Source: an optimization exercise on an open RTL-to-GDS flow (aim: small area and a short achievable clock period). Production flows keep margins and buffers that such runs may drop. RTL that was checked went through simulation tests only; none was proved equivalent to the original.

==> flow/design.v (excerpt) <==
module iir(
    input signed [31:0] x,
    input clk,
    input reset,
    output signed [31:0] y
    );
    reg [31:0] s1;
    reg [31:0] r2;
    wire [31:0] yv;
    wire [31:0] s1n;
    wire [31:0] r2n;
    wire ys_1;
    wire yc_2;
    wire ys_3;
    wire yc_4;
    wire ys_5;
    wire yc_6;
    wire ys_7;
    wire yc_8;
    wire ys_9;
    wire yc_10;
    wire ys_11;
    wire yc_12;
    wire ys_13;
    wire yc_14;
    wire ys_15;
    wire yc_16;
    wire ys_17;
    wire yc_18;
    wire ys_19;
    wire yc_20;
    wire ys_21;
    wire yc_22;
    wire ys_23;
    wire yc_24;
    wire ys_25;
    wire yc_26;
    wire ys_27;
    wire yc_28;
    wire ys_29;
    wire yc_30;
    wire ys_31;
    wire yc_32;
    wire ys_33;
    wire yc_34;
    wire ys_35;
    wire yc_36;
    wire ys_37;
    wire yc_38;
    wire ys_39;
    wire yc_40;
    wire ys_41;
    wire yc_42;
    wire ys_43;
    wire yc_44;
    wire ys_45;
    wire yc_46;
    wire ys_47;
    wire yc_48;
    wire ys_49;
    wire yc_50;
    wire ys_51;
    wire yc_52;
    wire ys_53;
    wire yc_54;
    wire ys_55;
    wire yc_56;
    wire ys_57;
    wire yc_58;
    wire ys_59;
    wire yc_60;
    wire yp_61;
    wire yg_62;
    wire yp_63;
    wire yg_64;
    wire yp_65;
    wire yg_66;
    wire yp_67;
    wire yg_68;
    wire yp_69;
    wire yg_70;
    wire yp_71;
    wire yg_72;
    wire yp_73;
    wire yg_74;
    wire yp_75;
    wire yg_76;
    wire yp_77;
    wire yg_78;
    wire yp_79;
    wire yg_80;
    wire yp_81;
    wire yg_82;
    wire yp_83;
    wire yg_84;
    wire yp_85;
    wire yg_86;
    wire yp_87;
    wire yg_88;
    wire yp_89;
    wire yg_90;
    wire yp_91;
    wire yg_92;
    wire yp_93;
    wire yg_94;
    wire yp_95;
    wire yg_96;
    wire yp_97;
    wire yg_98;
    wire yp_99;
    wire yg_100;
    wire yp_101;
    wire yg_102;
    wire yp_103;
    wire yg_104;
    wire yp_105;
    wire yg_106;
  ...
Settings: LEC_CHECK=0, CAP_MARGIN=20, CORE_MARGIN=2, CORE_UTILIZATION=70, SETUP_SLACK_MARGIN=4, SLEW_MARGIN=20, SYNTH_HIERARCHICAL=1; clock period 11.0 ns.
standard.sh (not shown) runs the stock make flow with config.mk's settings and CLKGATE_MAP_FILE= SYNTH_SCRIPT=/design/flow/synth_recipe.tcl, a recipe that flattens the netlist after the stock synthesis.
==> flow/flow/run.sh <==
#!/bin/bash
# The standard ORFS layout with two extra make settings:
#  - the port buffers are buf_2 cells instead of the delay cells that
#    buffer_ports picks by default;
#  - ABC maps the small leaf modules for a 1 fF load, so they start at the
#    smallest drive strength and the resizer upsizes only what timing needs.
# Each ORFS step keeps its full log under orfs/logs; make's own output goes
# to flow.log.
set -o pipefail
bash standard.sh BUFFER_PORTS_ARGS="-buffer_cell sky130_fd_sc_hd__buf_2" ABC_LOAD_IN_FF=1 finish > flow.log 2>&1
Rerun with:
==> flow/flow/run.sh (replaced) <==
#!/bin/bash
# The standard ORFS layout with extra make settings:
#   BUFFER_PORTS_ARGS="-buffer_cell sky130_fd_sc_hd__buf_2"
# Each ORFS step keeps its full log under orfs/logs; make's own output goes to flow.log.
set -o pipefail
bash standard.sh BUFFER_PORTS_ARGS="-buffer_cell sky130_fd_sc_hd__buf_2" finish > flow.log 2>&1
- CORE_UTILIZATION: 70 -> 80
- SETUP_SLACK_MARGIN: 4 -> 4.3
The new run ended with an error in 5_1_grt (DPL-0038). Synthesized cell count is unchanged. Synthesized area rose by 2.8%.

---

job 3009:
iir, a different RTL version from the one above (not shown whole).
Size: about 610 cells after synthesis, about 66 I/O pins.
Design iir, start of the top module:
module iir(
    input signed [31:0] x,
    input clk,
    input reset,
    output signed [31:0] y
    );
==> flow/config.mk <==
export PLATFORM = sky130hd
export DESIGN_NAME = iir
export DESIGN_NICKNAME = iir
export VERILOG_FILES = /design/flow/design.v
export SDC_FILE = /design/flow/constraint.sdc
export NUM_CORES = 4
export LEC_CHECK = 0
export CAP_MARGIN = 20
export CORE_MARGIN = 2
export CORE_UTILIZATION = 40
export SETUP_SLACK_MARGIN = 3
export SLEW_MARGIN = 20
export SYNTH_HIERARCHICAL = 1
==> flow/constraint.sdc <==
create_clock -name core_clock -period 11.0 [get_ports {clk}]
set_input_delay 2.2000 -clock core_clock [delete_from_list [all_inputs] [get_ports {clk}]]
set_output_delay 2.2000 -clock core_clock [all_outputs]
set_load 0.01 [all_outputs]
==> flow/flow/run.sh <==
#!/bin/bash
# The standard ORFS layout, with the port buffers made from buf_2 cells
# instead of the delay cells buffer_ports picks by default.  Each ORFS step
# keeps its full log under orfs/logs; make's own output goes to flow.log.
set -o pipefail
bash standard.sh BUFFER_PORTS_ARGS="-buffer_cell sky130_fd_sc_hd__buf_2" finish > flow.log 2>&1
Edits applied to the flow inputs when going from job 3009 to job 2721:
Settings: SETUP_SLACK_MARGIN changed from 3 to 3.8; CORE_UTILIZATION changed from 40 to 65.
==> flow/flow/run.sh <==
#!/bin/bash
# The standard ORFS layout with extra make settings:
#   BUFFER_PORTS_ARGS="-buffer_cell sky130_fd_sc_hd__buf_2"
# Each ORFS step keeps its full log under orfs/logs; make's own output goes to flow.log.
set -o pipefail
bash standard.sh BUFFER_PORTS_ARGS="-buffer_cell sky130_fd_sc_hd__buf_2" finish > flow.log 2>&1
Results
Job 2721 went all the way through the flow, and no timing, DRC or antenna check failed.
Relative to job 3009, final weighted congestion in routability-driven placement has increased by 2.3% in job 2721.
Job 3009 -> job 2721: routed wire length decreased slightly
Placeable core region for job 2721: 39% down relative to job 3009
As far as final sequential cell count goes, job 3009 and job 2721 are indistinguishable; the numbers are identical.
The final reports for job 2721 and job 3009 show clock slew seen by the registers of the worst setup and hold paths higher in the former.
STATUS pre-CTS worst setup slack: job 2721 wins against job 3009
Job 2721 vs job 3009 — maximum operating frequency climbed by a few percent
diff inputs: job 2721 => job 5291
Settings: swapping 3.8 for 3 in SETUP_SLACK_MARGIN; swapping 65 for 80 in CORE_UTILIZATION.
Summary of job 5291 over job 2721: post-route minimum period shows an increase of 190 ps; arrival time reported for the critical path endpoint shows an increase of 190 ps; sequential share of cell area shows an increase of 0.60 points; largest net degree at the start of global routing shows no meaningful change.
Looking at the reports, job 2721 completed the entire flow and the layout it produced met the timing, design-rule and antenna checks.
Job 5291 was carried through to the last stage, and its layout satisfied the timing, design-rule and antenna checks.
> inputs changed (job 5291 -> job 9396)
Settings: CORE_UTILIZATION changed from 80 to 40; SETUP_SLACK_MARGIN changed from 3 to 4.
==> comparison <==
The final layout from job 9396, which completed every stage, passed the timing, design-rule and antenna checks at the end of the flow.
Comparing job 5291 and job 9396, the higher clock period minus final worst setup slack was measured on job 5291.
Job 9396 vs job 5291 on clock-buffer cell count: job 9396 is the higher one.
Job 9396 vs. job 5291: global-route usage went down by 19 points.
Inputs modified between job 9396 and job 1525:
Settings: a change of SETUP_SLACK_MARGIN from 4 to 4.5.
==> run summary <==
Job 1525 ended with more via count than job 9396. Summary: with job 9396 as the reference, global-route wire length before repair in job 1525 moved up by a few percent. Compared with job 9396, job 1525 shows a higher met2 usage.
Relative to job 1525, the following input files were edited for job 4978:
Settings: CORE_UTILIZATION now 65, was 40; SETUP_SLACK_MARGIN now 3, was 4.5.
==> run summary <==
Job 4978 | status: complete | timing, DRC, antenna: pass. Job 1525 | stages: all done | timing, DRC, antenna: all pass. Looking at number of buffers and inverters on the critical path, job 4978 sits below job 1525. Comparing job 4978 against job 1525, there is no change at all in footprint of the flip-flops and latches. Looking only at area share of buffers outside the clock network, and setting everything else aside, the lower value of job 4978 and job 1525 goes to job 4978. Job 4978 — worst setup slack after layout 250 ps lower, job 1525 as reference. On upper clock frequency limit, job 4978 does worse than job 1525. On fraction of met1 tracks used by global routing: between job 4978 and job 1525, it ends up higher for job 4978. Against job 1525 as the reference, job 4978 delivers a lower critical path depth. Summary of job 4978 over job 1525: ratio of final minimum period to clock period shows an increase of 2.3 points; floorplan die height shows a reduction of about 20%.

---

== lane 1 ==
iir, a different RTL version from the one above (not shown whole).
Size: about 66 I/O pins, ~6800 um^2 of cells after synthesis.
==> flow/config.mk <==
export PLATFORM = sky130hd
export DESIGN_NAME = iir
export DESIGN_NICKNAME = iir
export VERILOG_FILES = /design/flow/design.v
export SDC_FILE = /design/flow/constraint.sdc
export NUM_CORES = 4
export LEC_CHECK = 0
export CAP_MARGIN = 20
export CORE_MARGIN = 2
export CORE_UTILIZATION = 70
export SETUP_SLACK_MARGIN = 4.0
export SLEW_MARGIN = 20
export SYNTH_HIERARCHICAL = 1
==> flow/constraint.sdc <==
create_clock -name core_clock -period 11.0 [get_ports {clk}]
set_input_delay 2.2000 -clock core_clock [delete_from_list [all_inputs] [get_ports {clk}]]
set_output_delay 2.2000 -clock core_clock [all_outputs]
set_load 0.01 [all_outputs]
==> flow/flow/run.sh <==
#!/bin/bash
# The standard ORFS layout with extra make settings:
#   BUFFER_PORTS_ARGS="-buffer_cell sky130_fd_sc_hd__buf_2" ABC_LOAD_IN_FF=1 SETUP_MOVE_SEQUENCE=sizeup,swap CTS_ARGS="-sink_clustering_enable -repair_clock_nets -dont_use_dummy_load -buf_list sky130_fd_sc_hd__clkbuf_4"
# Each ORFS step keeps its full log under orfs/logs; make's own output goes to flow.log.
set -o pipefail
bash standard.sh BUFFER_PORTS_ARGS="-buffer_cell sky130_fd_sc_hd__buf_2" ABC_LOAD_IN_FF=1 SETUP_MOVE_SEQUENCE=sizeup,swap CTS_ARGS="-sink_clustering_enable -repair_clock_nets -dont_use_dummy_load -buf_list sky130_fd_sc_hd__clkbuf_4" finish > flow.log 2>&1
[inputs] lane 2 vs lane 1
- setting TNS_END_PERCENT to 0 for the first time
- changing SETUP_SLACK_MARGIN from 4.0 to 4.1
==> flow/flow/run.sh <==
#!/bin/bash
# The standard ORFS layout with extra make settings:
#   BUFFER_PORTS_ARGS="-buffer_cell sky130_fd_sc_hd__buf_2" ABC_LOAD_IN_FF=1 CTS_ARGS="-sink_clustering_enable -repair_clock_nets -dont_use_dummy_load -buf_list sky130_fd_sc_hd__clkbuf_4"
# Each ORFS step keeps its full log under orfs/logs; make's own output goes to flow.log.
set -o pipefail
bash standard.sh BUFFER_PORTS_ARGS="-buffer_cell sky130_fd_sc_hd__buf_2" ABC_LOAD_IN_FF=1 CTS_ARGS="-sink_clustering_enable -repair_clock_nets -dont_use_dummy_load -buf_list sky130_fd_sc_hd__clkbuf_4" finish > flow.log 2>&1
==> run summary <==
The flow did not stop early for lane 2: all stages ran, and the layout cleared the timing, design-rule and antenna checks. Lane 1 reached the end of the flow, and the finished layout is clean on the timing, design-rule and antenna checks. In the metrics for lane 1 and lane 2, the one carrying the lower normalized max-slew margin is lane 2. Summary — slew at the pin with the worst max-slew slack, lane 2 relative to lane 1: higher, by 5.7 ps. Via count (higher): lane 2.
No functional check of the RTL was part of any run of this note.

==> static timing again, ports no longer ideal <==
No port has a modelled driver above. Below, the same layouts with a new extraction and two added sets of constraints.
Step 1 (the two cells are an assumption about what drives the block):
set clk [get_ports {clk}]
set_driving_cell -lib_cell sky130_fd_sc_hd__clkbuf_16 $clk
set_driving_cell -lib_cell sky130_fd_sc_hd__buf_2 [delete_from_list [all_inputs] $clk]
Step 2 adds t to the input delays and takes it off the output delays; t is the mean of the earliest and latest rising clock arrival at the registers after step 1. Input paths then give back, and output paths get back, about the clock's delay inside the block.
Three values: no drivers, after step 1, after step 2; two values: the first two.
run	t (ns)	slack for setup (ns)	worst data-port slew with drivers (ns)
the first run of note 1	0.396	4.078 / 4.058 / 3.774	0.03
job 3009	0.382	3.598 / 3.577 / 3.577	0.03
job 2721	0.405	3.870 / 3.852 / 3.780	0.03
job 5291	0.385	3.681 / 3.662 / 3.658	0.03
job 9396	0.381	3.917 / 3.897 / 3.815	0.06
job 1525	0.377	3.956 / 3.907 / 3.907	0.06
job 4978	0.403	3.702 / 3.683 / 3.683	0.03
lane 1	0.432	4.089 / 4.064 / 3.891	0.04
lane 2	0.441	4.113 / 4.091 / 3.871	0.04
After both steps every run listed still meets setup and hold. For the first run of note 1, which loses most, drivers alone change the setup slack by -0.020 ns; drivers and shift together by -0.304 ns.
